This is an optimization exercise on Yosys and OpenROAD, whose aim is small area, a short achievable clock period and few clock cycles, not a production implementation.
Where RTL was checked, it was by simulation tests only, not by an equivalence proof against the original.
Power figures rest on the tool's default switching activity, not on a simulated workload.

== lane 4 ==
==> flow/design.v <==
module udp_send_data_buf;
endmodule
module crc_calc;
endmodule
`timescale 1 ns / 1 ps
module udp_transmit
(
    input wire  clk,
    input wire  rst,
    output wire  eth_txd_tvalid,
    output wire [31 : 0] eth_txd_tdata,
    output wire [3 : 0] eth_txd_tkeep,
    output wire  eth_txd_tlast,
    input wire  eth_txd_tready,
    output wire                    eth_txc_tvalid,
    output wire [31 : 0] eth_txc_tdata,
    output wire [3 : 0] eth_txc_tkeep,
    output wire  eth_txc_tlast,
    input wire  eth_txc_tready,
    input wire [31 : 0]   s_axis_data_tdata,
    input wire                      s_axis_data_tvalid,
    output wire                     s_axis_data_tready,
    input wire                      s_axis_data_tlast
);
    reg [8:0]  nb;           
    reg        first;        
    reg        ctrl;         
    reg        hdr;          
    reg        payload;      
    reg        lastb;        
    reg [31:0] s;            
    reg        s_rdy;        
    reg        s_full;       
    reg [15:0] p;
    reg [31:0] o;            
    reg        o_v, o_last, o_keep;
    reg        c_v, c_first, c_last;
    wire [3:0]  b = nb[3:0];
    wire [31:0] hv = (b == 4'd0) ? 32'h0000_0100 :
                     (b == 4'd1) ? 32'h0002_0000 :
                     (b == 4'd3) ? 32'h0045_0008 :
                     (b == 4'd4) ? 32'h0000_1c04 :
                     (b == 4'd5) ? 32'h1180_0000 :
                     (b == 4'd6) ? 32'ha8c0_e767 :
                     (b == 4'd7) ? 32'hc0a8_8001 :
                     (b == 4'd8) ? 32'h1879_0164 :
                     (b == 4'd9) ? 32'h0804_3075 : 32'h0;
    wire acc    = s_axis_data_tvalid && !s_full;
    wire [31:0] w = s_full ? s : s_axis_data_tdata;
    wire c_free = !c_v || eth_txc_tready;
    wire o_free = !o_v || eth_txd_tready;
    wire step   = o_free && (ctrl ? (c_free && (!first || s_full || s_axis_data_tvalid))
                                  : (!payload || s_full || s_axis_data_tvalid));
    wire take   = step && payload;
    always @(posedge clk) begin
        if (rst) begin
            nb <= 9'd0;
            first <= 1'b1;
            ctrl <= 1'b1;
            hdr <= 1'b1;
            payload <= 1'b0;
            lastb <= 1'b0;
            s_rdy <= 1'b1;
            s_full <= 1'b0;
            o_v <= 1'b0;
            c_v <= 1'b0;
        end else begin
            if (step) begin
                nb      <= lastb ? 9'd0 : nb + 9'd1;
                first   <= lastb;
                ctrl    <= lastb || (ctrl && nb != 9'd5);
                hdr     <= lastb || (hdr && nb != 9'd9);
                payload <= (nb == 9'd9) || (payload && nb != 9'd265);
                lastb   <= (nb == 9'd265);
            end
            if (take) begin
                s_rdy <= 1'b1;
                s_full <= 1'b0;
            end else if (acc) begin
                s_rdy <= 1'b0;
                s_full <= 1'b1;
            end
            if (o_free) o_v <= step;
            if (c_free) c_v <= step && ctrl;
        end
    end
    always @(posedge clk) begin
        if (!s_full) s <= s_axis_data_tdata;
        if (take) p <= w[31:16];
        if (o_free) begin
            o[31:16] <= (hdr || lastb) ? hv[31:16] : w[15:0];
            o[15:0]  <= (hdr || nb == 9'd10) ? hv[15:0] : p;
            o_last   <= lastb;
            o_keep   <= !lastb;
        end
        if (c_free) begin
            c_first <= first;
            c_last  <= (nb == 9'd5);
        end
    end
    assign s_axis_data_tready = s_rdy;
    assign eth_txd_tvalid = o_v;
    assign eth_txd_tdata  = o;
    assign eth_txd_tkeep  = {{2{o_keep}}, 2'b11};
    assign eth_txd_tlast  = o_last;
    assign eth_txc_tvalid = c_v;
    assign eth_txc_tdata  = {c_first, 1'b0, c_first, 29'h0};
    assign eth_txc_tkeep  = 4'hF;
    assign eth_txc_tlast  = c_last;
endmodule
export LEC_CHECK = 0
export ABC_AREA = 1
export CAP_MARGIN = 20
export CORE_MARGIN = 2
export CORE_UTILIZATION = 55
export PLACE_DENSITY = 0.7
export SETUP_SLACK_MARGIN = 3.0
export SLEW_MARGIN = 20
create_clock -name core_clock -period 5.0 [get_ports {clk}]
standard.sh (not shown) runs the stock make flow with config.mk's settings and CLKGATE_MAP_FILE= SYNTH_SCRIPT=/design/flow/synth_recipe.tcl, a recipe that flattens the netlist after the stock synthesis.
==> flow/flow/run.sh <==
#!/bin/bash
# The standard layout (standard.sh), with two changes to how it is made:
# ports are buffered with the smallest buffer (buf_1; timing repair upsizes
# the ones it needs), and each constant net keeps the single tie cell that
# synthesis gives it instead of one tie cell per load.
set -euo pipefail
export BUFFER_PORTS_ARGS="-buffer_cell sky130_fd_sc_hd__buf_1"
export SKIP_REPAIR_TIE_FANOUT=1
bash standard.sh > standard.log 2>&1
Testbench counts of lane 4, summed over its fixed seeds: cycles 26,373.
[inputs] lane 2 vs lane 4
--- a/flow/design.v
+++ b/flow/design.v
@@ -85,19 +85,29 @@
         end
     end
     always @(posedge clk) begin
         if (!s_full) s <= s_axis_data_tdata;
         if (take) p <= w[31:16];
-        if (o_free) begin
-            o[31:16] <= (hdr || lastb) ? hv[31:16] : w[15:0];
-            o[15:0]  <= (hdr || nb == 9'd10) ? hv[15:0] : p;
-            o_last   <= lastb;
-            o_keep   <= !lastb;
-        end
-        if (c_free) begin
-            c_first <= first;
-            c_last  <= (nb == 9'd5);
+    end
+    always @(posedge clk) begin
+        if (rst) begin
+            o <= 32'h0;
+            o_last <= 1'b0;
+            o_keep <= 1'b1;
+            c_first <= 1'b0;
+            c_last <= 1'b0;
+        end else begin
+            if (o_free) begin
+                o[31:16] <= (hdr || lastb) ? hv[31:16] : w[15:0];
+                o[15:0]  <= (hdr || nb == 9'd10) ? hv[15:0] : p;
+                o_last   <= lastb;
+                o_keep   <= !lastb;
+            end
+            if (c_free) begin
+                c_first <= first;
+                c_last  <= (nb == 9'd5);
+            end
         end
     end
     assign s_axis_data_tready = s_rdy;
     assign eth_txd_tvalid = o_v;
     assign eth_txd_tdata  = o;
### Flow results
- Lane 2 | stages: all done | timing, DRC, antenna: all pass
- Lane 2 vs. lane 4: number of cells after detailed placement went up by about 14%.
- Looking at slowest cell on the critical path, the sky130_fd_sc_hd__edfxtp_1 result is from lane 4; the sky130_fd_sc_hd__buf_6 one comes from lane 2.
- Changes observed in lane 2 relative to lane 4: pin count of the biggest net entering global routing rose 69%; sequential share of layout area fell 9.3 points; flip-flop and latch count after synthesis about even; met3 wire length rose 97 µm; clock network power consumption rose 12%.
- The more densely filled core belongs to lane 2, not lane 4.
- Going from lane 4 to lane 2, area after synthesis grows by 5.6%.
- Post-route non-filler standard cell count ended up 13% higher on lane 2 than on lane 4.
- The setup slack of lane 2 is smaller than that of lane 4.
- Of lane 4 and lane 2, the run reporting the higher post-synthesis to final-layout area growth was lane 4.
- Lane 2 vs lane 4: power share of the clock group up in lane 2
For lane 2, only the layout was checked, not whether the RTL still works.

---

== run A ==
Another version of the RTL of udp_transmit (not shown whole).
Size in the first run: about 510 cells after synthesis, roughly 100 flip-flops, ~120 I/O pins.
==> module udp_transmit, before the edit <==
module udp_transmit
(
    input wire  clk,
    input wire  rst,
    output wire  eth_txd_tvalid,
    output wire [31 : 0] eth_txd_tdata,
    output wire [3 : 0] eth_txd_tkeep,
    output wire  eth_txd_tlast,
    input wire  eth_txd_tready,
    output wire                    eth_txc_tvalid,
    output wire [31 : 0] eth_txc_tdata,
    output wire [3 : 0] eth_txc_tkeep,
    output wire  eth_txc_tlast,
    input wire  eth_txc_tready,
    input wire [31 : 0]   s_axis_data_tdata,
    input wire                      s_axis_data_tvalid,
    output wire                     s_axis_data_tready,
    input wire                      s_axis_data_tlast
);
    reg [8:0]  nb;           
    reg        first;        
    reg        ctrl;         
    reg        hdr;          
    reg        payload;      
    reg        lastb;        
    reg [31:0] s;            
    reg        s_rdy;        
    reg        s_full;       
    reg [15:0] p;
    reg [31:0] o;            
    reg        o_v, o_last, o_keep;
    reg        c_v, c_first, c_last;
    reg        o_e, c_e;
    wire [3:0]  b = nb[3:0];
    wire [31:0] hv = (b == 4'd0) ? 32'h0000_0100 :
                     (b == 4'd1) ? 32'h0002_0000 :
                     (b == 4'd3) ? 32'h0045_0008 :
                     (b == 4'd4) ? 32'h0000_1c04 :
                     (b == 4'd5) ? 32'h1180_0000 :
                     (b == 4'd6) ? 32'ha8c0_e767 :
                     (b == 4'd7) ? 32'hc0a8_8001 :
                     (b == 4'd8) ? 32'h1879_0164 :
                     (b == 4'd9) ? 32'h0804_3075 : 32'h0;
    wire acc    = s_axis_data_tvalid && !s_full;
    wire [31:0] w = s_full ? s : s_axis_data_tdata;
    wire c_free = c_e || eth_txc_tready;
    wire o_free = o_e || eth_txd_tready;
    wire step   = o_free && (ctrl ? (c_free && (!first || s_full || s_axis_data_tvalid))
                                  : (!payload || s_full || s_axis_data_tvalid));
    wire take   = step && payload;
    always @(posedge clk) begin
        if (rst) begin
            nb <= 9'd0;
            first <= 1'b1;
            ctrl <= 1'b1;
            hdr <= 1'b1;
            payload <= 1'b0;
            lastb <= 1'b0;
            s_rdy <= 1'b1;
            s_full <= 1'b0;
            o_v <= 1'b0;
            o_e <= 1'b1;
            c_v <= 1'b0;
            c_e <= 1'b1;
        end else begin
            if (step) begin
                nb      <= lastb ? 9'd0 : nb + 9'd1;
                first   <= lastb;
                ctrl    <= lastb || (ctrl && nb != 9'd5);
                hdr     <= lastb || (hdr && nb != 9'd9);
                payload <= (nb == 9'd9) || (payload && nb != 9'd265);
                lastb   <= (nb == 9'd265);
            end
            if (take) begin
                s_rdy <= 1'b1;
                s_full <= 1'b0;
            end else if (acc) begin
                s_rdy <= 1'b0;
                s_full <= 1'b1;
            end
            if (o_free) begin
                o_v <= step;
                o_e <= !step;
            end
            if (c_free) begin
                c_v <= step && ctrl;
                c_e <= !(step && ctrl);
            end
        end
    end
    always @(posedge clk) begin
        if (!s_full) s <= s_axis_data_tdata;
        if (take) p <= w[31:16];
        if (o_free) begin
            o[31:16] <= (hdr || lastb) ? hv[31:16] : w[15:0];
            o[15:0]  <= (hdr || nb == 9'd10) ? hv[15:0] : p;
            o_last   <= lastb;
            o_keep   <= !lastb;
        end
        if (c_free) begin
            c_first <= first;
            c_last  <= (nb == 9'd5);
        end
    end
    assign s_axis_data_tready = s_rdy;
    assign eth_txd_tvalid = o_v;
    assign eth_txd_tdata  = o;
    assign eth_txd_tkeep  = {{2{o_keep}}, 2'b11};
    assign eth_txd_tlast  = o_last;
    assign eth_txc_tvalid = c_v;
    assign eth_txc_tdata  = {c_first, 1'b0, c_first, 29'h0};
    assign eth_txc_tkeep  = 4'hF;
    assign eth_txc_tlast  = c_last;
endmodule
export LEC_CHECK = 0
export ABC_AREA = 1
export CAP_MARGIN = 20
export CORE_MARGIN = 2
export CORE_UTILIZATION = 55
export PLACE_DENSITY = 0.7
export SETUP_SLACK_MARGIN = 3.0
export SLEW_MARGIN = 20
create_clock -name core_clock -period 5.0 [get_ports {clk}]
Scripts as last shown in full above: flow/flow/run.sh
### run A -> run B
==> flow/design.v, changed modules only <==
module udp_transmit
(
    input wire  clk,
    input wire  rst,
    output wire  eth_txd_tvalid,
    output wire [31 : 0] eth_txd_tdata,
    output wire [3 : 0] eth_txd_tkeep,
    output wire  eth_txd_tlast,
    input wire  eth_txd_tready,
    output wire                    eth_txc_tvalid,
    output wire [31 : 0] eth_txc_tdata,
    output wire [3 : 0] eth_txc_tkeep,
    output wire  eth_txc_tlast,
    input wire  eth_txc_tready,
    input wire [31 : 0]   s_axis_data_tdata,
    input wire                      s_axis_data_tvalid,
    output wire                     s_axis_data_tready,
    input wire                      s_axis_data_tlast
);
    reg [8:0]  nb;           
    reg        first;        
    reg        ctrl;         
    reg        hdr;          
    reg        payload;      
    reg        lastb;        
    reg [31:0] s;            
    reg        s_rdy;        
    reg [15:0] p;
    reg [31:0] o;            
    reg        o_v, o_last, o_keep;
    reg        c_v, c_first, c_last;
    wire [3:0]  b = nb[3:0];
    wire [31:0] hv = (b == 4'd0) ? 32'h0000_0100 :
                     (b == 4'd1) ? 32'h0002_0000 :
                     (b == 4'd3) ? 32'h0045_0008 :
                     (b == 4'd4) ? 32'h0000_1c04 :
                     (b == 4'd5) ? 32'h1180_0000 :
                     (b == 4'd6) ? 32'ha8c0_e767 :
                     (b == 4'd7) ? 32'hc0a8_8001 :
                     (b == 4'd8) ? 32'h1879_0164 :
                     (b == 4'd9) ? 32'h0804_3075 : 32'h0;
    wire acc    = s_axis_data_tvalid && s_rdy;
    wire [31:0] w = s_rdy ? s_axis_data_tdata : s;
    wire c_free = !c_v || eth_txc_tready;
    wire o_free = !o_v || eth_txd_tready;
    wire step   = o_free && (ctrl ? (c_free && (!first || !s_rdy || s_axis_data_tvalid))
                                  : (!payload || !s_rdy || s_axis_data_tvalid));
    wire take   = step && payload;
    wire [31:0] o_new = {(hdr || lastb) ? hv[31:16] : w[15:0],
                         (hdr || nb == 9'd10) ? hv[15:0] : p};
    always @(posedge clk) begin
        if (rst) begin
            nb <= 9'd0;
            first <= 1'b1;
            ctrl <= 1'b1;
            hdr <= 1'b1;
            payload <= 1'b0;
            lastb <= 1'b0;
            s_rdy <= 1'b1;
            o_v <= 1'b0;
            c_v <= 1'b0;
        end else begin
            if (step) begin
                nb      <= lastb ? 9'd0 : nb + 9'd1;
                first   <= lastb;
                ctrl    <= lastb || (ctrl && nb != 9'd5);
                hdr     <= lastb || (hdr && nb != 9'd9);
                payload <= (nb == 9'd9) || (payload && nb != 9'd265);
                lastb   <= (nb == 9'd265);
            end
            if (take) s_rdy <= 1'b1;
            else if (acc) s_rdy <= 1'b0;
            if (o_free) o_v <= step;
            if (c_free) c_v <= step && ctrl;
        end
    end
    always @(posedge clk) begin
        if (s_rdy) s <= s_axis_data_tdata;
        if (take) p <= w[31:16];
        o      <= ({32{o_free}} & o_new) | ({32{!o_free}} & o);
        o_last <= (o_free & lastb) | (!o_free & o_last);
        o_keep <= (o_free & !lastb) | (!o_free & o_keep);
        c_first <= (c_free & first) | (!c_free & c_first);
        c_last  <= (c_free & (nb == 9'd5)) | (!c_free & c_last);
    end
    assign s_axis_data_tready = s_rdy;
    assign eth_txd_tvalid = o_v;
    assign eth_txd_tdata  = o;
    assign eth_txd_tkeep  = {{2{o_keep}}, 2'b11};
    assign eth_txd_tlast  = o_last;
    assign eth_txc_tvalid = c_v;
    assign eth_txc_tdata  = {c_first, 1'b0, c_first, 29'h0};
    assign eth_txc_tkeep  = 4'hF;
    assign eth_txc_tlast  = c_last;
endmodule
Notes after the runs:
Run B: delay of the slowest cell on the worst path lower than run A
Total number of vias: run B vs run A down 18
Compared with run A, in run B upper clock frequency limit rose by about 0.6%, fraction of cell area in non-clock buffers rose by 1.3 points, sequential share of layout area fell by 0.33 points.
Of the two values seen for category of the most critical setup path, reg2reg was produced by run A and reg2out by run B.
No run of this note included a check of the RTL's function; only the layout flow was run.

separate check: timing with driven ports:
In the flow no input, the clock included, has a driving cell. The finished layouts below were timed again as built, in two steps. Step 1 assumes that a clkbuf_16 drives the clock port and a buf_2 every other input. Step 2 times the ports against the registers' clock, not the clock port: input delays grow and output delays shrink by t, the midpoint of the rising clock arrivals with the driver on. Slacks: ideal ports / drivers / drivers and shift; pairs: ideal ports / drivers.
run | shift t [ns] | setup slack, ns | hold WS [ns] | worst data-port slew with drivers (ns)
lane 4 | 0.390 | 3.053 / 3.022 / 2.726 | 0.456 / 0.456 / 0.456 | 0.03
lane 2 | 0.396 | 3.034 / 3.040 / 2.644 | 0.459 / 0.459 / 0.459 | 0.03
run A | 0.388 | 3.024 / 3.024 / 2.743 | 0.456 / 0.456 / 0.456 | 0.04
run B | 0.391 | 3.035 / 3.011 / 2.789 | 0.453 / 0.453 / 0.453 | 0.04
After both steps setup and hold are still met in every run listed. The setup slack of lane 2, which loses most, moves by +0.006 ns with the drivers and by -0.390 ns with both steps.
